Source: an optimization exercise on an open RTL-to-GDS flow (aim: a short achievable clock period and few clock cycles per item). Production flows keep margins and buffers that such runs may drop. RTL that was checked went through simulation tests only; none was proved equivalent to the original. For runs 1 to 3, only the layout was checked, not whether the RTL still works. Power figures rest on the tool's default switching activity, not on a simulated workload.

==> flow/design.v <==
module cpu (
   prog_addr, mem_control, equal, mem_addr, mem_data_in, request_rom,
   request_ram,
   clk, rst, opcode, ab_select, op_addr, mem_data_out
   );
input clk, rst;
input [3:0] opcode;
input ab_select;
input [7:0] op_addr;
input [7:0] mem_data_out;
output reg [11:0] prog_addr;
output reg mem_control;
output reg equal;
output reg [11:0] mem_addr;
output reg [7:0] mem_data_in;
output reg request_rom, request_ram;
localparam store = 4'b0100;
localparam load  = 4'b0011;
localparam add   = 4'b1001;
localparam sub   = 4'b1010;
localparam and_  = 4'b0010;
localparam or_   = 4'b0001;
localparam equal_op = 4'b0101;
localparam L = 2;        
localparam H = 8 - L;    
function [8:0] slice;    
    input [7:0] x, y;
    input cin, arith, sb, an;
    input integer w;
    reg [7:0] yy, p, g, t;
    reg [8:0] c;
    reg prod;
    integer i, j, k;
    begin
        yy = y ^ {8{sb}};
        p = x ^ yy;
        g = x & yy & {8{arith}};
        t = arith ? p : (an ? (x & y) : (x | y));
        c = 9'b0;
        c[0] = cin;
        for (i = 1; i <= 8; i = i + 1) begin
            prod = cin;
            for (j = 0; j < 8; j = j + 1)
                if (j < i) prod = prod & p[j];
            c[i] = prod;
            for (k = 0; k < 8; k = k + 1) begin
                if (k < i) begin
                    prod = g[k];
                    for (j = 0; j < 8; j = j + 1)
                        if (j > k && j < i) prod = prod & p[j];
                    c[i] = c[i] | prod;
                end
            end
        end
        slice = 9'b0;
        slice[7:0] = t ^ c[7:0];
        slice[8] = c[w];
    end
endfunction
reg [L-1:0] a_lo, b_lo;
reg [H-1:0] a_hi, b_hi;
reg s1_wa, s1_wb, s1_la, s1_lb, s1_arith, s1_sub, s1_and, s1_fwd;
reg s2_wa, s2_wb, s2_arith, s2_sub, s2_and, s2_c;
reg s2_la_bus, s2_lb_bus;    
reg s2_la_fwd, s2_lb_fwd;    
reg [7:0] fwd_data;
reg sb_v, sb_new, sb_sel;
reg [7:0] sb_addr, sb_data;
wire dv     = !equal;
wire is_ld  = dv && (opcode == load);
wire is_st  = dv && (opcode == store);
wire is_alu = dv && ((opcode == add) || (opcode == sub) || (opcode == and_) || (opcode == or_));
wire is_eq  = dv && (opcode == equal_op);
wire [L-1:0] a_lo_old = s2_la_fwd ? fwd_data[L-1:0] : a_lo;
wire [L-1:0] b_lo_old = s2_lb_fwd ? fwd_data[L-1:0] : b_lo;
wire [L-1:0] a_lo_eff = s2_la_bus ? mem_data_out[L-1:0] : a_lo_old;
wire [L-1:0] b_lo_eff = s2_lb_bus ? mem_data_out[L-1:0] : b_lo_old;
wire [8:0] lo = slice({{H{1'b0}}, a_lo_eff}, {{H{1'b0}}, b_lo_eff}, s1_sub, s1_arith, s1_sub, s1_and, L);
wire [L-1:0] r_lo = lo[L-1:0];
wire [L-1:0] a_lo_next = s1_wa ? r_lo : a_lo_eff;
wire [L-1:0] b_lo_next = s1_wb ? r_lo : b_lo_eff;
wire [8:0] hi = slice({{L{1'b0}}, a_hi}, {{L{1'b0}}, b_hi}, s2_c, s2_arith, s2_sub, s2_and, H);
wire [H-1:0] r_hi = hi[H-1:0];
wire [H-1:0] a_hi_old = s2_la_fwd ? fwd_data[7:L] : s2_wa ? r_hi : a_hi;
wire [H-1:0] b_hi_old = s2_lb_fwd ? fwd_data[7:L] : s2_wb ? r_hi : b_hi;
wire [H-1:0] a_hi_next = s2_la_bus ? mem_data_out[7:L] : a_hi_old;
wire [H-1:0] b_hi_next = s2_lb_bus ? mem_data_out[7:L] : b_hi_old;
wire [7:0] st_live = sb_sel ? {b_hi_next, b_lo_eff} : {a_hi_next, a_lo_eff};
wire [7:0] sb_cur  = sb_new ? st_live : sb_data;
wire sb_issue = sb_v && !is_ld;
always @(posedge clk) begin
    mem_addr    <= {4'b0, is_ld ? op_addr : sb_addr};
    mem_control <= is_ld;
    mem_data_in <= sb_cur;
    if (sb_new) sb_data <= st_live;
    if (is_st) begin
        sb_addr <= op_addr;
        sb_sel  <= ab_select;
    end
    s1_arith <= opcode[3];
    s1_sub   <= opcode[3] && opcode[1];
    s1_and   <= opcode[1];
    s2_arith <= s1_arith;
    s2_sub   <= s1_sub;
    s2_and   <= s1_and;
    s2_c     <= lo[8];
    fwd_data <= sb_data;
    if (!rst) begin
        prog_addr   <= 12'b0;
        request_rom <= 1'b1;
        request_ram <= 1'b0;
        equal <= 1'b0;
        a_lo <= 0;
        a_hi <= 0;
        b_lo <= 0;
        b_hi <= 0;
        s1_wa <= 1'b0;
        s1_wb <= 1'b0;
        s1_la <= 1'b0;
        s1_lb <= 1'b0;
        s1_fwd <= 1'b0;
        s2_wa <= 1'b0;
        s2_wb <= 1'b0;
        s2_la_bus <= 1'b0;
        s2_lb_bus <= 1'b0;
        s2_la_fwd <= 1'b0;
        s2_lb_fwd <= 1'b0;
        sb_v   <= 1'b0;
        sb_new <= 1'b0;
    end else begin
        prog_addr   <= prog_addr + 12'd1;
        request_rom <= 1'b1;
        request_ram <= is_ld || sb_v;
        equal <= equal || is_eq;
        a_lo <= a_lo_next;
        a_hi <= a_hi_next;
        b_lo <= b_lo_next;
        b_hi <= b_hi_next;
        s1_wa <= is_alu && !ab_select;
        s1_wb <= is_alu &&  ab_select;
        s1_la <= is_ld && !ab_select;
        s1_lb <= is_ld &&  ab_select;
        s1_fwd <= is_ld && sb_v && (op_addr == sb_addr);
        s2_wa <= s1_wa;
        s2_wb <= s1_wb;
        s2_la_bus <= s1_la && !s1_fwd;
        s2_lb_bus <= s1_lb && !s1_fwd;
        s2_la_fwd <= s1_la &&  s1_fwd;
        s2_lb_fwd <= s1_lb &&  s1_fwd;
        sb_v   <= is_st || (sb_v && is_ld);
        sb_new <= is_st;
    end
end
endmodule
==> flow/run.sh <==
#!/bin/bash
# synth_recipe.tcl (not shown) runs the flow's synth.tcl, then flattens the netlist and writes it again
# the make line also repeats each setting of config.mk as NAME=value (left out here)
make -C /OpenROAD-flow-scripts/flow DESIGN_CONFIG=/design/flow/config.mk WORK_HOME=/design/flow/orfs CLKGATE_MAP_FILE= SYNTH_SCRIPT=/design/flow/synth_recipe.tcl finish
==> flow/config.mk <==
export PLATFORM = sky130hd
export DESIGN_NAME = cpu
export DESIGN_NICKNAME = cpu
export VERILOG_FILES = /design/flow/design.v
export SDC_FILE = /design/flow/constraint.sdc
export NUM_CORES = 4
export LEC_CHECK = 0
export ABC_CLOCK_PERIOD_IN_PS = 1500
export CAP_MARGIN = 20
export CORE_MARGIN = 2
export CORE_UTILIZATION = 40
export PLACE_DENSITY = 0.6
export SETUP_SLACK_MARGIN = 2.4
export SLEW_MARGIN = 20
export TNS_END_PERCENT = 100
==> flow/constraint.sdc <==
create_clock -name core_clock -period 4.0 [get_ports {clk}]
set_input_delay 0.8000 -clock core_clock [delete_from_list [all_inputs] [get_ports {clk}]]
set_output_delay 0.8000 -clock core_clock [all_outputs]
set_load 0.01 [all_outputs]
==> metrics.md, run 1 <==
| Metric | Value |
|---|---|
| Core footprint | `just over 9000 µm²` |
| Final setup fails | `0` |
| Synthesized flop and latch total | `84` |
| Final Core Density | `0.568` |
| Syn Inst Count | `a little over 400` |
| Commonest non-fill, non-tap cell in the layout | `nand2_1` |
| Max Freq | `450 MHz` |
| TNS Setup | `0 ns` |
| Top-area cell type share of the netlist area | `0.346` |
| Seq pwr share | `0.515` |
| Prevailing post-synth register cell | `dfxtp_1` |
| Pwr/cell area | `roughly 330 nW/µm²` |
| Max clock buf depth | `2` |
| Async SR Flop Fraction | `0` |
| Drt pass-1 iters | `4` |
| Internal power | `0.00132 W` |
| Skew final | `0.00850 ns` |
| Worst Path Max Fanout | `5` |
| Remaining DRCs | `0` |
| GRT Util Overall | `0.203` |
| Final ANT Viol Nets | `0` |
| Status | `complete, no violations` |
| RePlAce Congestion | `0.864` |
| Switch Pwr | `0.000437 W` |
| # IOs | `between 50 and 60` |
| CTS Buf Count | `9` |
| Worst slew margin | `0.572` |
| Crit path cell chain | `xor2_1 -> ha_1 -> a21oi_2 -> o22ai_2 -> a22oi_2 -> xor2_2 -> o22ai_1 -> mux2_4` |
| Synth cell types | `54` |
| CP endpoint kind | `flop` |
| Clk network pwr share | `0.367` |
| Least-Margin Pin Slew | `~0.64 ns` |
| Sequential cell area fraction in the yosys report | `0.478` |
| Max incr delay on CP | `0.38 ns` |
| Clock tree from TritonCTS | `built` |
| Proportion of synthesized area in mux cells | `0.0640` |
| Clock root cell | `clkbuf_8` |
| Final hold vios | `0` |
| GRT overflow | `0` |
| Vias in the first global route | `between 3000 and 4000` |
| Layout net count | `roughly 530` |
| YS warnings | `1` |
| Initial antenna violation count | `0` |
| Commonest non-fill, non-tap cells in the layout | `nand2_1, dfxtp_1, nor2_1, buf_4, o21ai_0` |
| Vias | `3206` |
| Switching Share | `0.249` |
| IO Port Bufs | `between 50 and 60` |
| Setup Crit Path Kind | `reg -> reg` |
| Final wirelength | `about 10000 µm` |
| Max VDD drop | `around 0.21 mV` |
| Crit path max-delay cell type | `dfxtp_4` |
| Dpl cells | `570` |
| Top cells by area, synth | `dfxtp_1, edfxtp_1, nand2_1, xnor2_1, nor2_1` |
| Worst min-delay path class | `reg -> reg` |
| Compound-cell area share of the yosys netlist | `0.121` |
| Initial Util | `0.415` |
| CP arrival | `2.34 ns` |
| Max-Cap Viols | `0` |
| Initial DRC count | `approximately 120` |
| Leakage power | `between 2 and 2.5 nW` |
| Combinational Power Share | `0.118` |
| Cell taking the most area after synthesis | `dfxtp_1` |
| RSZ-0062 raised after global routing | `yes` |
| Clock period minus worst slack | `about 2.2 ns` |
| N_diodes | `0` |
| Final WS setup | `1.78 ns` |
| Die area | `approximately 10000 µm²` |
| Pre-CTS setup slack | `roughly 1.3 ns` |
| Xor/xnor cell area share of the yosys netlist | `0.0769` |
| Clock transition at the registers of the reported paths | `roughly 0.09 ns` |
| CP bufs+invs | `0` |
| Clk sink count | `84` |
| H-tree lvl count | `3` |
| Synth Area in Adders | `0.0365` |
| Routed length per instance | `around 16 µm` |
| Worst setup SP type | `flop` |
| First-pass GRT wire length | `around 16000 µm` |
| Final Max Tran Viols | `0` |
| Non-filler cells, final | `628` |
| Largest family of logic cells by synthesized area | `simple AND/OR/NAND/NOR gates` |
| HPWL Detailed | `~6200 µm` |
| Post-Synth Simple-Gate Area | `0.178` |
| Post-synth EDFFs | `17` |
| # rows | `35` |
| Chip Height | `slightly above 100 µm` |
| CP required | `4.11 ns` |
| Pin count of the biggest net entering global routing | `17` |
| Synth Area per Inst | `~9.6 µm²` |
| Detailed-route vias per instance | `5.11` |
| Share of layout cells above drive strength 1 | `0.345` |
| Clock latency on the worst-skew pair | `between 0.3 and 0.4 ns` |
| Crit share post-route | `0.556` |
| Cell family with most CP delay | `compound AO/OA/AOI/OAI gates` |
| Syn Std Cell Area | `a little under 4000 µm²` |
| Chip Width | `between 100 and 150 µm` |
| Area Growth Syn to Fin | `36.7%` |
[cells in the mapped netlist, drive strengths merged (2+ instances only)]
library cell / instances
a22oi: 2
nand4b: 2
edfxtp: 17
mux2i: 12
and3: 5
o21ai: 29
a21oi: 16
a221oi: 2
conb: 2
o22ai: 3
buf: 12
nor3: 13
or3: 9
o211ai: 3
xnor2: 19
a31oi: 3
ha: 8
nand4: 5
and2: 6
dfxtp: 67
clkbuf: 9
inv: 12
o31ai: 2
nor2b: 6
nor4: 2
xor2: 15
mux2: 7
maj3: 4
nor2: 39
nand2: 49
a41oi: 3
a21o: 2
nand3: 9
a211oi: 3
[state kept, by name, indices dropped and copies added (netlist names), 2 cells and up]
| signal | count |
|---|---|
| prog_addr | 12 |
| b_lo | 2 |
| mem_addr | 8 |
| b_hi | 6 |
| a_hi | 6 |
| a_lo | 2 |
| mem_data_in | 8 |
| sb_addr | 8 |
| fwd_data | 8 |
[per-stage QoR]
stage	area [µm²]	power [W]	hold slack, ns
after detailed placement	4540	0.00109	0.358
after floorplan	3980	0.00102	0.374
final	5290	0.00175	0.369
after global routing	5290	0.00183	0.383
after global placement	4540	0.00108	0.349
after CTS	5150	0.00175	0.373
[routing by layer]
metal / vias up / wire, µm / GRT usage
li1: 1582 / - / -
met1: 1512 / 4260 / 0.242
met2: 93 / 4960 / 0.346
met3: 19 / 611 / 0.0588
met4: 0 / 272 / 0.0769
met5: - / 0 / 0
[area by class of cell]
class,count,area [µm²]
Tap cell,129,161
Clock buffer,12,156
Timing Repair Buffer,95,865
Timing Repair inverter,1,7.51
Fill cell,842,4030
Sequential cell,84,1900
Inverter,12,56.3
Clock inverter,4,55.1
Multi-Input combinational cell,291,2090
[worst paths after layout]
kind / from / end / slack [ns] / depth (start not counted)
min: mem_data_in[0] / fwd_data[0] / 0.37 / 0
min reg2reg: mem_data_in[0] / fwd_data[0] / 0.37 / 0
max: s2_sub / mem_data_in[7] / 1.78 / 8
max reg2reg: s2_sub / mem_data_in[7] / 1.78 / 8
[logic make-up after synthesis]
| kind of cell | count (synthesis) |
|---|---|
| AND/OR/NAND/NOR | 147 |
| flip-flops | 84 |
| AO/OA/AOI/OAI | 74 |
| XOR/XNOR | 34 |
| buffers and inverters | 33 |
| multiplexers | 19 |
| adder cells (fa/ha/maj) | 12 |
| other | 2 |
[what timing repair did]
action	4_1_cts	5_1_grt
resized for setup	206	27
cloned	2	0
buffers inserted	32	8
pin swaps	24	19
setup endpoints to repair	92	81
hold buffers	0	0
[power groups by stage]
stage                     sequential [W]  clock, W  combinational (W)
after detailed placement        0.000927         0           0.000160
after floorplan                 0.000918         0           0.000106
after global routing            0.000906  0.000699           0.000224
final                           0.000903  0.000644           0.000206
after CTS                       0.000903  0.000657           0.000192
after global placement          0.000927         0           0.000158
==> run 2, diff against run 1 <==
--- a/flow/design.v
+++ b/flow/design.v
@@ -81,18 +81,26 @@
 wire [L-1:0] b_lo_next = s1_wb ? r_lo : b_lo_eff;
 wire [8:0] hi = slice({{L{1'b0}}, a_hi}, {{L{1'b0}}, b_hi}, s2_c, s2_arith, s2_sub, s2_and, H);
 wire [H-1:0] r_hi = hi[H-1:0];
-wire [H-1:0] a_hi_old = s2_la_fwd ? fwd_data[7:L] : s2_wa ? r_hi : a_hi;
-wire [H-1:0] b_hi_old = s2_lb_fwd ? fwd_data[7:L] : s2_wb ? r_hi : b_hi;
-wire [H-1:0] a_hi_next = s2_la_bus ? mem_data_out[7:L] : a_hi_old;
-wire [H-1:0] b_hi_next = s2_lb_bus ? mem_data_out[7:L] : b_hi_old;
-wire [7:0] st_live = sb_sel ? {b_hi_next, b_lo_eff} : {a_hi_next, a_lo_eff};
-wire [7:0] sb_cur  = sb_new ? st_live : sb_data;
+wire [H-1:0] bus_hi = mem_data_out[7:L];
+wire a_keep = !s2_wa && !s2_la_bus;
+wire b_keep = !s2_wb && !s2_lb_bus;
+wire [H-1:0] a_hi_k = s2_la_fwd ? fwd_data[7:L] : a_hi;
+wire [H-1:0] b_hi_k = s2_lb_fwd ? fwd_data[7:L] : b_hi;
+wire [H-1:0] a_hi_next = ({H{s2_wa}} & r_hi) | ({H{s2_la_bus}} & bus_hi) | ({H{a_keep}} & a_hi_k);
+wire [H-1:0] b_hi_next = ({H{s2_wb}} & r_hi) | ({H{s2_lb_bus}} & bus_hi) | ({H{b_keep}} & b_hi_k);
+wire st_r   = sb_new && (sb_sel ? s2_wb : s2_wa);
+wire st_bus = sb_new && (sb_sel ? s2_lb_bus : s2_la_bus);
+wire st_k   = !st_r && !st_bus;
+wire [H-1:0] st_hi_k = !sb_new ? sb_data[7:L] : sb_sel ? b_hi_k : a_hi_k;
+wire [H-1:0] sb_cur_hi = ({H{st_r}} & r_hi) | ({H{st_bus}} & bus_hi) | ({H{st_k}} & st_hi_k);
+wire [L-1:0] sb_cur_lo = !sb_new ? sb_data[L-1:0] : sb_sel ? b_lo_eff : a_lo_eff;
+wire [7:0] sb_cur = {sb_cur_hi, sb_cur_lo};
 wire sb_issue = sb_v && !is_ld;
 always @(posedge clk) begin
     mem_addr    <= {4'b0, is_ld ? op_addr : sb_addr};
     mem_control <= is_ld;
     mem_data_in <= sb_cur;
-    if (sb_new) sb_data <= st_live;
+    sb_data     <= sb_cur;
     if (is_st) begin
         sb_addr <= op_addr;
         sb_sel  <= ab_select;
==> run 2 against run 1 <==
Clock power is 14% lower. Sequential power is 1% lower. Critical path type is now in -> reg. Via count is 2.2% lower. Final cell count is 1.1% lower. Register-to-register slack better by 0.16 ns. Critical path depth is 1 higher. Non-clock buffer count is 1 lower. Synthesized cell count is 1.7% lower. Design area is 1.2% higher. Maximum frequency is 7.7% higher. Global-route usage is 2.1 points lower.
==> metrics.md, run 2 <==
| Metric | Value |
|---|---|
| Final hold vios | `0 (unchanged)` |
| Pwr/cell area | `302 nW/µm² (-8.9%)` |
| Met1 WL | `4020 µm (-5.6%)` |
| Chip Width | `103 µm (+0.79%)` |
| Highest metal used | `met4` |
| Die area | `10600 µm² (+1.6%)` |
| Dpl cells | `565 (-0.88%)` |
| Prevailing post-synth register cell | `dfxtp_1` |
| Worst slew margin | `0.639 (+0.0670)` |
| Final wirelength | `9320 µm (-7.7%)` |
| Reg with most FFs | `prog_addr` |
| Met2 routed WL | `4690 µm (-5.3%)` |
| Sequential cell area fraction in the yosys report | `0.455 (-0.0230)` |
| # rows | `36 (+2.9%)` |
| Clock root cell | `clkbuf_8` |
| Max clock buf depth | `2 (unchanged)` |
| Final setup fails | `0 (unchanged)` |
| Clock tree from TritonCTS | `built` |
| Pin count of the biggest net entering global routing | `30 (+13)` |
| Worst min-delay path class | `reg -> reg` |
| Crit share post-route | `0.516 (-0.0397)` |
| Clk network pwr share | `0.341 (-0.026)` |
| Power Total | `0.00162 W (-7.8%)` |
| Top cells by area, synth | `dfxtp_1, edfxtp_1, mux2i_1, xnor2_1, nand2_1` |
| Remaining DRCs | `0 (unchanged)` |
| Cell with the most instances after synthesis | `dfxtp_1` |
| CTS Buf Count | `9 (unchanged)` |
| Top-area cell type share of the netlist area | `0.371 (+0.0249)` |
| Switch Pwr | `0.000420 W (-3.7%)` |
| First-pass GRT wire length | `14800 µm (-8.6%)` |
| YS warnings | `1 (unchanged)` |
| RSZ-0062 raised after global routing | `yes` |
| Setup Crit Path Kind | `in -> reg` |
| Initial DRC count | `118 (unchanged)` |
| Max VDD drop | `0.178 mV (-16%)` |
| Final ANT Viol Nets | `0 (unchanged)` |
| Leakage power | `2.20 nW (+2.0%)` |
| Chip Height | `103 µm (+0.79%)` |
| Final WS setup | `1.93 ns (+0.159 ns)` |
| H-tree lvl count | `3 (unchanged)` |
| Worst setup SP type | `primary input` |
| IO Port Bufs | `53 (unchanged)` |
| Async SR Flop Fraction | `0 (unchanged)` |
| Internal power | `0.00120 W (-9.2%)` |
| Clock period minus worst slack | `2.07 ns (-0.159 ns)` |
| Combinational Power Share | `0.108 (-0.010)` |
| Skew final | `0.0152 ns (+0.00666 ns)` |
| # IOs | `59 (unchanged)` |
| Placement Cell Area | `4570 µm² (+0.58%)` |
| N_diodes | `0 (unchanged)` |
| Seq pwr share | `0.551 (+0.036)` |
| Design Area, Final | `5360 µm² (+1.2%)` |
| Vias | `3135 (-2.2%)` |
| Max reg flops | `12 (unchanged)` |
| Detailed-route vias per instance | `5.05 (-1.1%)` |
| CP endpoint kind | `flop` |
| Clock transition at the registers of the reported paths | `0.09 ns (about the same)` |
| TNS Setup | `0 ns (unchanged)` |
| Pre-CTS setup slack | `1.16 ns (-0.189 ns)` |
| Max-Cap Viols | `0 (unchanged)` |
| Post-synth EDFFs | `11 (-6)` |
| Non-filler cells, final | `621 (-1.1%)` |
| Drt pass-1 iters | `4 (unchanged)` |
| Final Max Tran Viols | `0 (unchanged)` |
| Commonest non-fill, non-tap cell in the layout | `nand2_1` |
| Initial antenna violation count | `0 (unchanged)` |
| Layout filler cell count | `916 (+8.8%)` |
| DR WL met3 | `473 µm (-23%)` |
| HPWL Detailed | `5890 µm (-4.6%)` |
| Routed length per instance | `15.0 µm (-6.7%)` |
| Switching Share | `0.260 (+0.0112)` |
| Syn Inst Count | `398 (-1.7%)` |
| Area Growth Syn to Fin | `36.1%` |
| Synthesized flop and latch total | `84 (unchanged)` |
| CP arrival | `2.35 ns (about the same)` |
| Share of layout cells above drive strength 1 | `0.373 (+0.0283)` |
| Core footprint | `9640 µm² (+3.3%)` |
| Syn Std Cell Area | `3940 µm² (+1.6%)` |
| Crit path cell chain | `clkdlybuf4s15_2 -> mux2i_4 -> xnor2_2 -> ha_1 -> a22oi_2 -> buf_4 -> and3_1 -> mux2i_1 -> a21boi_1` |
| CP required | `4.28 ns (+0.17 ns)` |
| RePlAce Congestion | `0.821 (-5.0%)` |
| Vias in the first global route | `3045 (-7.9%)` |
| GRT overflow | `0 (unchanged)` |
| Clock latency on the worst-skew pair | `0.35 ns (about the same)` |
| Cell taking the most area after synthesis | `dfxtp_1` |
| Status | `complete, no violations` |
| Commonest non-fill, non-tap cells in the layout | `nand2_1, dfxtp_1, buf_4, buf_6, dfxtp_2` |
| Clk sink count | `84 (unchanged)` |
| Max Freq | `484 MHz (+7.7%)` |
| GRT Util Overall | `0.182 (-0.0212)` |
| Synth Area per Inst | `9.89 µm² (+3.4%)` |
| Worst Path Max Fanout | `4 (-1)` |
| Max incr delay on CP | `0.27 ns (-0.11 ns)` |
| Most frequent cells after synthesis | `dfxtp_1, nand2_1, nor2_1` |
| Least-Margin Pin Slew | `0.542 ns (-0.101 ns)` |
| Layout net count | `514 (-2.1%)` |
| Synth cell types | `53 (-1.9%)` |
| Crit path max-delay cell type | `ha_1` |
| Initial Util | `0.408 (-0.00679)` |
## run 2: through the flow
| step | hold WS [ns] | utilization |
|---|---|---|
| after floorplan | 0.372 | - |
| after global placement | 0.355 | 0.474 |
| after detailed placement | 0.358 | 0.474 |
| after CTS | 0.380 | 0.532 |
| after global routing | 0.389 | 0.556 |
| final | 0.378 | 0.556 |
## run 2: area by class of cell
class | count | area (µm²) | area share
tap | 133 | 166 | 0.0311
clock inverter | 6 | 47.5 | 0.00888
multi-input combinational | 283 | 2250 | 0.420
timing repair buffer | 94 | 868 | 0.162
inverter | 11 | 46.3 | 0.00864
clock buffer | 10 | 128 | 0.0238
sequential | 84 | 1850 | 0.345
## run 2: path summary, 6_finish.rpt
path,start,end,slack (ns),cells past startpoint
setup / recovery,mem_data_out[0],a_lo[1],1.93,9
hold / removal,mem_data_in[2],fwd_data[2],0.38,0
hold reg to reg,mem_data_in[2],fwd_data[2],0.38,0
setup reg to reg,s2_lb_fwd,a_lo[1],1.94,9
## run 2: kinds of logic after synthesis
| family | after synthesis | share of synthesized area |
|---|---|---|
| adders and majority gates | 12 | 0.0359 |
| buffers and inverters | 34 | 0.0474 |
| other | 2 | 0.00191 |
| muxes | 34 | 0.0973 |
| and+or+nand+nor | 128 | 0.159 |
| DFF | 84 | 0.455 |
| AOI/OAI and AO/OA | 70 | 0.125 |
| xor gates and xnor gates | 34 | 0.0776 |
## run 2: worst max-delay path, delay by kind of cell
kind / cells / cell delay [ns]
mux: 2 / 0.25
compound gates: 2 / 0.36
simple gates: 1 / 0.15
buf+inv: 2 / 0.39
xor+xnor: 1 / 0.14
fa+ha+maj: 1 / 0.27
## run 2: repair_timing
item	4_1_cts	5_1_grt
hold buffers	0	0
gates resized for setup	217	36
pin swaps	15	22
setup endpoints to repair	101	63
buffers inserted	32	7
gates cloned	1	0
## run 2: metal layers
metal	vias up	global-route usage
li1	1550	-
met1	1497	0.227
met2	77	0.315
met3	11	0.0477
met4	0	0.0415
met5	-	0
## run 2: power by group through the flow
stage	Sequential, W	Clock (W)	Combinational (W)
final	0.000891	0.000551	0.000174
after floorplan	0.000908	0	0.0000856
after global routing	0.000894	0.000608	0.000191
after detailed placement	0.000915	0	0.000138
after CTS	0.000889	0.000576	0.000158
after global placement	0.000915	0	0.000136
==> run 3, diff against run 2 <==
--- a/flow/design.v
+++ b/flow/design.v
@@ -21,39 +21,39 @@
 localparam and_  = 4'b0010;
 localparam or_   = 4'b0001;
 localparam equal_op = 4'b0101;
-localparam L = 2;        
+localparam L = 3;        
 localparam H = 8 - L;    
 function [8:0] slice;    
     input [7:0] x, y;
     input cin, arith, sb, an;
     input integer w;
-    reg [7:0] yy, p, g, t;
+    reg [7:0] yy, g, t, u;
     reg [8:0] c;
     reg prod;
     integer i, j, k;
     begin
         yy = y ^ {8{sb}};
-        p = x ^ yy;
-        g = x & yy & {8{arith}};
-        t = arith ? p : (an ? (x & y) : (x | y));
+        g = x & yy;
+        t = x | yy;
         c = 9'b0;
         c[0] = cin;
         for (i = 1; i <= 8; i = i + 1) begin
             prod = cin;
             for (j = 0; j < 8; j = j + 1)
-                if (j < i) prod = prod & p[j];
+                if (j < i) prod = prod & t[j];
             c[i] = prod;
             for (k = 0; k < 8; k = k + 1) begin
                 if (k < i) begin
                     prod = g[k];
                     for (j = 0; j < 8; j = j + 1)
-                        if (j > k && j < i) prod = prod & p[j];
+                        if (j > k && j < i) prod = prod & t[j];
                     c[i] = c[i] | prod;
                 end
             end
         end
+        u = arith ? ((x ^ {8{sb}}) ^ y) : (an ? (x & y) : (x | y));
         slice = 9'b0;
-        slice[7:0] = t ^ c[7:0];
+        slice[7:0] = u ^ (c[7:0] & {8{arith}});
         slice[8] = c[w];
     end
 endfunction
==> run 3 against run 2 <==
Clock skew shrank 0.0086 ns. Final cell count grew 5.3%. Global-route usage grew 1.2 points. Register-to-register slack gained 0.20 ns. Via count grew 9.7%. First-iteration DRC count grew 26%. Worst setup slack gained 0.20 ns. Critical endpoint is now a_hi[3].
==> metrics.md, run 3 <==
| Metric | Value |
|---|---|
| Status | `complete, no violations` |
| Pin count of the biggest net entering global routing | `29 (-3.3%)` |
| Most frequent cells after synthesis | `dfxtp_1, nor2_1, nand2_1` |
| First-pass GRT wire length | `16700 µm (+13%)` |
| Share of layout cells above drive strength 1 | `0.422 (+0.0493)` |
| FF-to-FF End | `a_hi[3]` |
| Clock tree from TritonCTS | `built` |
| Worst Path Max Fanout | `6 (+2)` |
| # IOs | `59 (unchanged)` |
| Met3 usage | `0.0321 (-0.0156)` |
| Power Total | `0.00184 W (+14%)` |
| Initial Util | `0.409 (+0.00120)` |
| Met1 usage | `0.247 (+0.0198)` |
| Worst hold endpoint | `fwd_data[0]` |
| Max Freq | `536 MHz (+11%)` |
| Final Max Tran Viols | `0 (unchanged)` |
| Synth Area per Inst | `9.29 µm² (-6.1%)` |
| Worst setup SP type | `flop` |
| IO Port Bufs | `53 (unchanged)` |
| H-tree lvl count | `3 (unchanged)` |
| Routed length per instance | `15.4 µm (+2.5%)` |
| Reg with most FFs | `prog_addr` |
| Syn Inst Count | `427 (+7.3%)` |
| Reg2Reg Launch Point | `s2_sub` |
| Internal power | `0.00137 W (+15%)` |
| M2 GR Usage | `0.327 (+0.0122)` |
| GRT busiest layer | `met2` |
| Core footprint | `9680 µm² (+0.47%)` |
| Max clock buf depth | `2 (unchanged)` |
| Skew final | `0.00661 ns (-0.00855 ns)` |
| YS warnings | `1 (unchanged)` |
| Clock period minus worst slack | `1.86 ns (-0.201 ns)` |
| Remaining DRCs | `0 (unchanged)` |
| TNS Setup | `0 ns (unchanged)` |
| Cell taking the most area after synthesis | `dfxtp_1` |
| Switch Pwr | `0.000468 W (+11%)` |
| CP required | `4.24 ns (-0.04 ns)` |
| Vias | `3439 (+9.7%)` |
| Chip Width | `104 µm (+0.36%)` |
| # rows | `36 (unchanged)` |
| Final setup fails | `0 (unchanged)` |
| Final WS setup | `2.14 ns (+0.201 ns)` |
| Post-synth EDFFs | `12 (+1)` |
| Async SR Flop Fraction | `0 (unchanged)` |
| Max reg flops | `12 (unchanged)` |
| Area Growth Syn to Fin | `41.5%` |
| HPWL Detailed | `6170 µm (+4.7%)` |
| CTS Buf Count | `9 (unchanged)` |
| Clk network pwr share | `0.377 (+0.036)` |
| Clock root cell | `clkbuf_8` |
| Leakage power | `2.16 nW (-1.7%)` |
| Detailed-route vias per instance | `5.26 (+4.2%)` |
| Pwr/cell area | `328 nW/µm² (+8.8%)` |
| Prevailing post-synth register cell | `dfxtp_1` |
| Syn Std Cell Area | `3970 µm² (+0.76%)` |
| Final hold vios | `0 (unchanged)` |
| CP arrival | `2.11 ns (-0.24 ns)` |
| Pre-CTS setup slack | `1.38 ns (+0.221 ns)` |
| Sequential cell area fraction in the yosys report | `0.454 (-0.000924)` |
| CP endpoint kind | `flop` |
| Initial DRC count | `149 (+26%)` |
| Final wirelength | `10100 µm (+7.9%)` |
| Seq pwr share | `0.503 (-0.048)` |
| Clock transition at the registers of the reported paths | `0.09 ns (about the same)` |
| Worst slew margin | `0.629 (-0.00941)` |
| Worst r2r path cells | `7 (-2)` |
| Hold-fix buffers at CTS | `0 (unchanged)` |
| Top-area cell type share of the netlist area | `0.364 (-0.00786)` |
| Synthesized flop and latch total | `84 (unchanged)` |
| Worst reg2reg setup slack | `2.14 ns (+0.20 ns)` |
| GRT Util Overall | `0.193 (+0.0116)` |
| Max VDD drop | `0.168 mV (-5.6%)` |
| Top cells by area, synth | `dfxtp_1, edfxtp_1, mux2_2, nor2_1, xor2_1` |
| Setup Crit Path Kind | `reg -> reg` |
| Clk sink count | `84 (unchanged)` |
| Max-Cap Viols | `0 (unchanged)` |
| RePlAce Congestion | `0.794 (-3.3%)` |
| Synth cell types | `57 (+7.5%)` |
| HP Start | `mem_data_in[0]` |
| Switching Share | `0.254 (-0.00613)` |
| Initial antenna violation count | `0 (unchanged)` |
| N_diodes | `0 (unchanged)` |
| RSZ-0062 raised after global routing | `yes` |
| Combinational Power Share | `0.120 (+0.012)` |
| Drt pass-1 iters | `4 (unchanged)` |
| WHS Path Cells | `0 (unchanged)` |
| Clock latency on the worst-skew pair | `0.35 ns (about the same)` |
| Vias in the first global route | `3324 (+9.2%)` |
| Worst min-delay path class | `reg -> reg` |
| Final ANT Viol Nets | `0 (unchanged)` |
| Chip Height | `104 µm (+0.36%)` |
| Least-Margin Pin Slew | `0.556 ns (+0.0141 ns)` |
| Die area | `10700 µm² (+0.73%)` |
| GRT overflow | `0 (unchanged)` |
| Crit share post-route | `0.466 (-0.0502)` |
| Cell with the most instances after synthesis | `dfxtp_1` |
| Layout net count | `540 (+5.1%)` |
| Commonest non-fill, non-tap cells in the layout | `nor2_1, buf_4, dfxtp_1, buf_6, dfxtp_2` |
run 3: changes by cell type in the layout (fill, tap and decap cells not counted), sizes merged, moves of 8 or more:
cell	change
nor2b	-12
a31oi	+8
xnor2	-10
mux2i	-10
o21ai	+9
nand2	-13
buf	+10
nor2	+23
a21oi	+16
a21boi	-8
run 3: per-stage QoR:
stage | instances | area (µm²) | util | hold slack, ns
detailed placement | 588 | 4660 | 0.482 | 0.356
finish | 654 | 5610 | 0.579 | 0.372
floorplan | 430 | 4130 | - | 0.329
global placement | 588 | 4660 | 0.482 | 0.354
CTS | 647 | 5440 | 0.561 | 0.374
global route | 654 | 5610 | 0.579 | 0.386
run 3: power by group through the flow:
stage	Clock, W	Sequential, W	Combinational [W]
6_report	0.000694	0.000927	0.000221
5_1_grt	0.000752	0.000931	0.000239
4_1_cts	0.000713	0.000927	0.000208
3_5_place_dp	0	0.000949	0.000170
3_3_place_gp	0	0.000949	0.000167
2_1_floorplan	0	0.000939	0.0000983
run 3: worst max-delay path, cell delays in order (launching register included):
cell and delay [ns]:
dfxtp_4 0.40, xnor2_2 0.15, maj3_2 0.36, a211oi_2 0.27
or2_4 0.17, a31oi_4 0.10, a221oi_2 0.24, nor2_1 0.05
run 3: area by class of cell:
cell class,instances,area (µm²)
clock buffer,9,124
clock inverter,7,108
fill,854,4080
inverter,11,46.3
multi-input combinational,308,2350
sequential,84,1880
tap,133,166
timing repair buffer,102,931
run 3: worst max-delay path by stage:
| stage | depth (start not counted) | slack [ns] | endpoint | startpoint |
|---|---|---|---|---|
| finish | 7 | 2.14 | a_hi[3] | s2_sub |
| global route | 8 | 2.08 | b_hi[2] | s2_sub |
| CTS | 7 | 2.15 | a_hi[4] | b_hi[3] |
| detailed placement | 8 | 1.38 | a_lo[2] | mem_data_out[0] |
| global placement | 8 | 1.44 | a_lo[2] | mem_data_out[0] |
| floorplan | 6 | 2.08 | s2_c | mem_data_out[0] |
run 3: cell families (layout without fill, tap and decap cells):
group | after synthesis | after routing | share of synthesized area
AOI/OAI and AO/OA | 101 | 101 | 0.171
muxes | 31 | 31 | 0.0833
xor gates and xnor gates | 31 | 31 | 0.0685
DFF | 84 | 84 | 0.454
and+or+nand+nor | 133 | 134 | 0.157
adders and majority gates | 6 | 6 | 0.0161
other | 2 | 5 | 0.00189
buffers and inverters | 39 | 129 | 0.0473
run 3: timing repair:
action | CTS | global route
setup buffers | 41 | 7
endpoints found under the setup margin | 94 | 57
gates cloned | 2 | 0
pin swaps | 18 | 12
gates resized for setup | 245 | 41
run 3: layer usage:
layer  vias up  part of all wire
li1       1693                 -
met1      1621              0.43
met2       104              0.50
met3        21             0.046
met4         0             0.023
met5         -                 0
==> run 4, diff against run 3 <==
--- a/flow/design.v
+++ b/flow/design.v
@@ -21,7 +21,7 @@
 localparam and_  = 4'b0010;
 localparam or_   = 4'b0001;
 localparam equal_op = 4'b0101;
-localparam L = 3;        
+localparam L = 2;        
 localparam H = 8 - L;    
 function [8:0] slice;    
     input [7:0] x, y;
==> run 4 against run 3 <==
Still clean. Clock skew increased by 0.0068 ns. Clock power decreased by about 20%. Sequential power about the same. Core utilization about the same. First-iteration DRC count increased by 49%. Final cell count increased by 9.6%. Critical path depth decreased by 1. Die area increased by 5.7%. Wire length increased by 15%. Sequential share of layout area decreased by 2.1 points. Largest power group unchanged.
==> metrics.md, run 4 <==
| Metric | Value |
|---|---|
| Met1 WL | `5040 µm (+17%)` |
| Async SR Flop Fraction | `0 (unchanged)` |
| Setup Crit Path Kind | `reg -> reg` |
| GRT Util Overall | `0.205 (+0.0122)` |
| IO Port Bufs | `53 (unchanged)` |
| Chip Width | `106 µm (+2.8%)` |
| Chip Height | `106 µm (+2.8%)` |
| Max-Cap Viols | `0 (unchanged)` |
| Status | `complete, no violations` |
| Most frequent cells after synthesis | `dfxtp_1, nand2_1, nor2_1` |
| Pin count of the biggest net entering global routing | `17 (-41%)` |
| Leakage power | `2.32 nW (+7.3%)` |
| Die area | `11300 µm² (+5.7%)` |
| First-pass GRT wire length | `18200 µm (+8.9%)` |
| Core footprint | `10300 µm² (+6.1%)` |
| Routed length per instance | `16.2 µm (+5.1%)` |
| Final ANT Viol Nets | `0 (unchanged)` |
| Final hold vios | `0 (unchanged)` |
| Pwr/cell area | `292 nW/µm² (-11%)` |
| Clock tree from TritonCTS | `built` |
| Synthesized flop and latch total | `84 (unchanged)` |
| Synth Area per Inst | `8.86 µm² (-4.6%)` |
| CP arrival | `2.14 ns (+0.03 ns)` |
| Design Area, Final | `5950 µm² (+6.1%)` |
| Clock period minus worst slack | `1.85 ns (-0.0183 ns)` |
| Non-filler cells, final | `717 (+9.6%)` |
| Layout net count | `600 (+11%)` |
| H-tree lvl count | `3 (unchanged)` |
| Worst Path Max Fanout | `7 (+1)` |
| Sequential cell area fraction in the yosys report | `0.427 (-0.0277)` |
| Area Growth Syn to Fin | `41.7%` |
| # IOs | `59 (unchanged)` |
| Synth cell types | `62 (+8.8%)` |
| Max VDD drop | `0.147 mV (-12%)` |
| Max clock buf depth | `2 (unchanged)` |
| Vias in the first global route | `3684 (+11%)` |
| Power Total | `0.00174 W (-5.7%)` |
| Top-area cell type share of the netlist area | `0.348 (-0.0155)` |
| Clock transition at the registers of the reported paths | `0.09 ns (about the same)` |
| Clk sink count | `84 (unchanged)` |
| # rows | `37 (+2.8%)` |
| Commonest non-fill, non-tap cell in the layout | `nand2_1` |
| Synth Area in Adders | `0.0104 (-0.00566)` |
| Crit share post-route | `0.462 (-0.00456)` |
| Drt pass-1 iters | `5 (+1)` |
| Reg with most FFs | `prog_addr` |
| Vias | `3845 (+12%)` |
| RSZ-0062 raised after global routing | `yes` |
| Met2 routed WL | `5540 µm (+9.5%)` |
| Largest family of logic cells by synthesized area | `simple AND/OR/NAND/NOR gates` |
| Initial antenna violation count | `0 (unchanged)` |
| Initial Util | `0.409 (-0.000861)` |
| Share of layout cells above drive strength 1 | `0.403 (-0.0195)` |
| Clock root cell | `clkbuf_8` |
| Post-Synth Simple-Gate Area | `0.184 (+0.0261)` |
| GRT overflow | `0 (unchanged)` |
| Dpl cells | `637 (+8.3%)` |
| Remaining DRCs | `0 (unchanged)` |
| Hold-fix buffers at CTS | `0 (unchanged)` |
| Xor/xnor cell area share of the yosys netlist | `0.0605 (-0.00799)` |
| Prevailing post-synth register cell | `dfxtp_1` |
| Detailed-route vias per instance | `5.36 (+2.0%)` |
| RePlAce Congestion | `0.795 (+0.21%)` |
| Initial DRC count | `222 (+49%)` |
| CP required | `4.29 ns (+0.05 ns)` |
| TNS Setup | `0 ns (unchanged)` |
| Max Freq | `542 MHz (+0.99%)` |
| Cell with the most instances after synthesis | `dfxtp_1` |
| Top cells by area, synth | `dfxtp_1, edfxtp_1, mux2i_1, nand2_1, nor2_1` |
| Worst min-delay path class | `reg -> reg` |
| Post-synth EDFFs | `11 (-1)` |
| Placement Cell Area | `4880 µm² (+4.6%)` |
| Syn Inst Count | `474 (+11%)` |
| HPWL Detailed | `7060 µm (+14%)` |
| Proportion of synthesized area in mux cells | `0.0808 (-0.00256)` |
| Highest metal used | `met4` |
| Syn Std Cell Area | `4200 µm² (+5.9%)` |
| CP endpoint kind | `flop` |
| Final Max Tran Viols | `0 (unchanged)` |
| DR WL met3 | `699 µm (+53%)` |
| Commonest non-fill, non-tap cells in the layout | `nand2_1, buf_4, nor2_1, dfxtp_1` |
| Final setup fails | `0 (unchanged)` |
| Final wirelength | `11600 µm (+15%)` |
| CTS Buf Count | `9 (unchanged)` |
| Cell taking the most area after synthesis | `dfxtp_1` |
| Compound-cell area share of the yosys netlist | `0.172 (+0.000899)` |
| Skew final | `0.0134 ns (+0.00679 ns)` |
| Max reg flops | `12 (unchanged)` |
| Clock latency on the worst-skew pair | `0.36 ns (about the same)` |
| Worst setup SP type | `flop` |
| YS warnings | `1 (unchanged)` |
| N_diodes | `0 (unchanged)` |
run 4: stage by stage:
step	util	setup slack, ns	hold WS (ns)
global placement	0.475	1.49	0.351
CTS	0.546	2.16	0.363
global route	0.579	2.10	0.386
floorplan	-	2.18	0.359
detailed placement	0.475	1.46	0.355
finish	0.579	2.15	0.364
run 4: power breakdown:
group	leakage (nW)	switching [W]	internal, W
registers	0.717	0.0000358	0.000890
clock network	0.0928	0.000316	0.000242
logic	1.51	0.000115	0.000139
run 4: per-layer routing:
layer  global-route usage  vias up
met5                    0        -
met4               0.0918        0
met3               0.0472       32
met2                0.334      140
met1                0.260     1810
li1                     -     1863
run 4: kinds of logic after synthesis:
logic type	Yosys count
AND/OR/NAND/NOR	170
AO/OA/AOI/OAI	104
flip-flops	84
buffers and inverters	48
multiplexers	33
XOR/XNOR	29
adder cells (fa/ha/maj)	4
other	2
run 4: worst paths after layout:
kind / startpoint / to / slack, ns / cells past startpoint
max: s2_sub / a_hi[4] / 2.15 / 6
min: mem_data_in[1] / fwd_data[1] / 0.36 / 0
max reg2reg: s2_sub / a_hi[4] / 2.15 / 6
min reg2reg: mem_data_in[1] / fwd_data[1] / 0.36 / 0
run 4: area by class of cell:
class	count	area [µm²]
timing repair inverter	1	7.51
timing repair buffer	118	1070
clock inverter	6	37.5
fill	887	4330
clock buffer	10	138
sequential	84	1870
inverter	16	70.1
tap	136	170
multi-input combinational	346	2580
run 4: critical path, cell delays in order, from the launching register on:
cell	delay [ns]
dfxtp_4	0.38
xnor2_1	0.13
maj3_2	0.33
a21o_4	0.20
o311a_4	0.34
or3_1	0.33
nand3_1	0.07
run 4: repair_timing:
| action | CTS | global route |
|---|---|---|
| pin swaps | 12 | 19 |
| endpoints found under the hold margin | 0 | 0 |
| buffers inserted | 43 | 17 |
| gates cloned | 4 | 0 |
| endpoints found under the setup margin | 93 | 64 |
| resized for setup | 239 | 58 |
Testbench counts of run 4, summed over its fixed seeds: cycles 61,315, instructions 58,115.

[re-timing with driven ports]
In the flow no input, the clock included, has a driving cell. The finished layouts below were timed again as built, in two steps.
Step 1, drivers: a clkbuf_16 drives clk and a buf_2 each remaining input, both assumed.
Step 2 moves the port delays by t, midway between the first and last clock arrival at a register: inputs arrive t later, outputs are due t later. That takes back most of the time a late clock gives input paths.
a / b / c = ideal / step 1 / step 2; a / b = the first two.
| run | t (ns) | slack for setup (ns) | clock arrival spread, ns | worst slew at a driven data input, ns | pins driven straight from the clock port |
|---|---|---|---|---|---|
| run 1 | 0.381 | 1.776 / 1.776 / 1.735 | 0.009 / 0.009 | 0.04 | 1 |
| run 2 | 0.382 | 1.935 / 1.938 / 1.566 | 0.016 / 0.016 | 0.05 | 1 |
| run 3 | 0.383 | 2.135 / 2.135 / 1.894 | 0.007 / 0.006 | 0.05 | 1 |
| run 4 | 0.383 | 2.154 / 2.154 / 2.072 | 0.013 / 0.013 | 0.03 | 1 |
After both steps setup and hold are still met in every run listed. The setup slack of run 2, which loses most, moves by +0.003 ns with the drivers and by -0.369 ns with both steps.
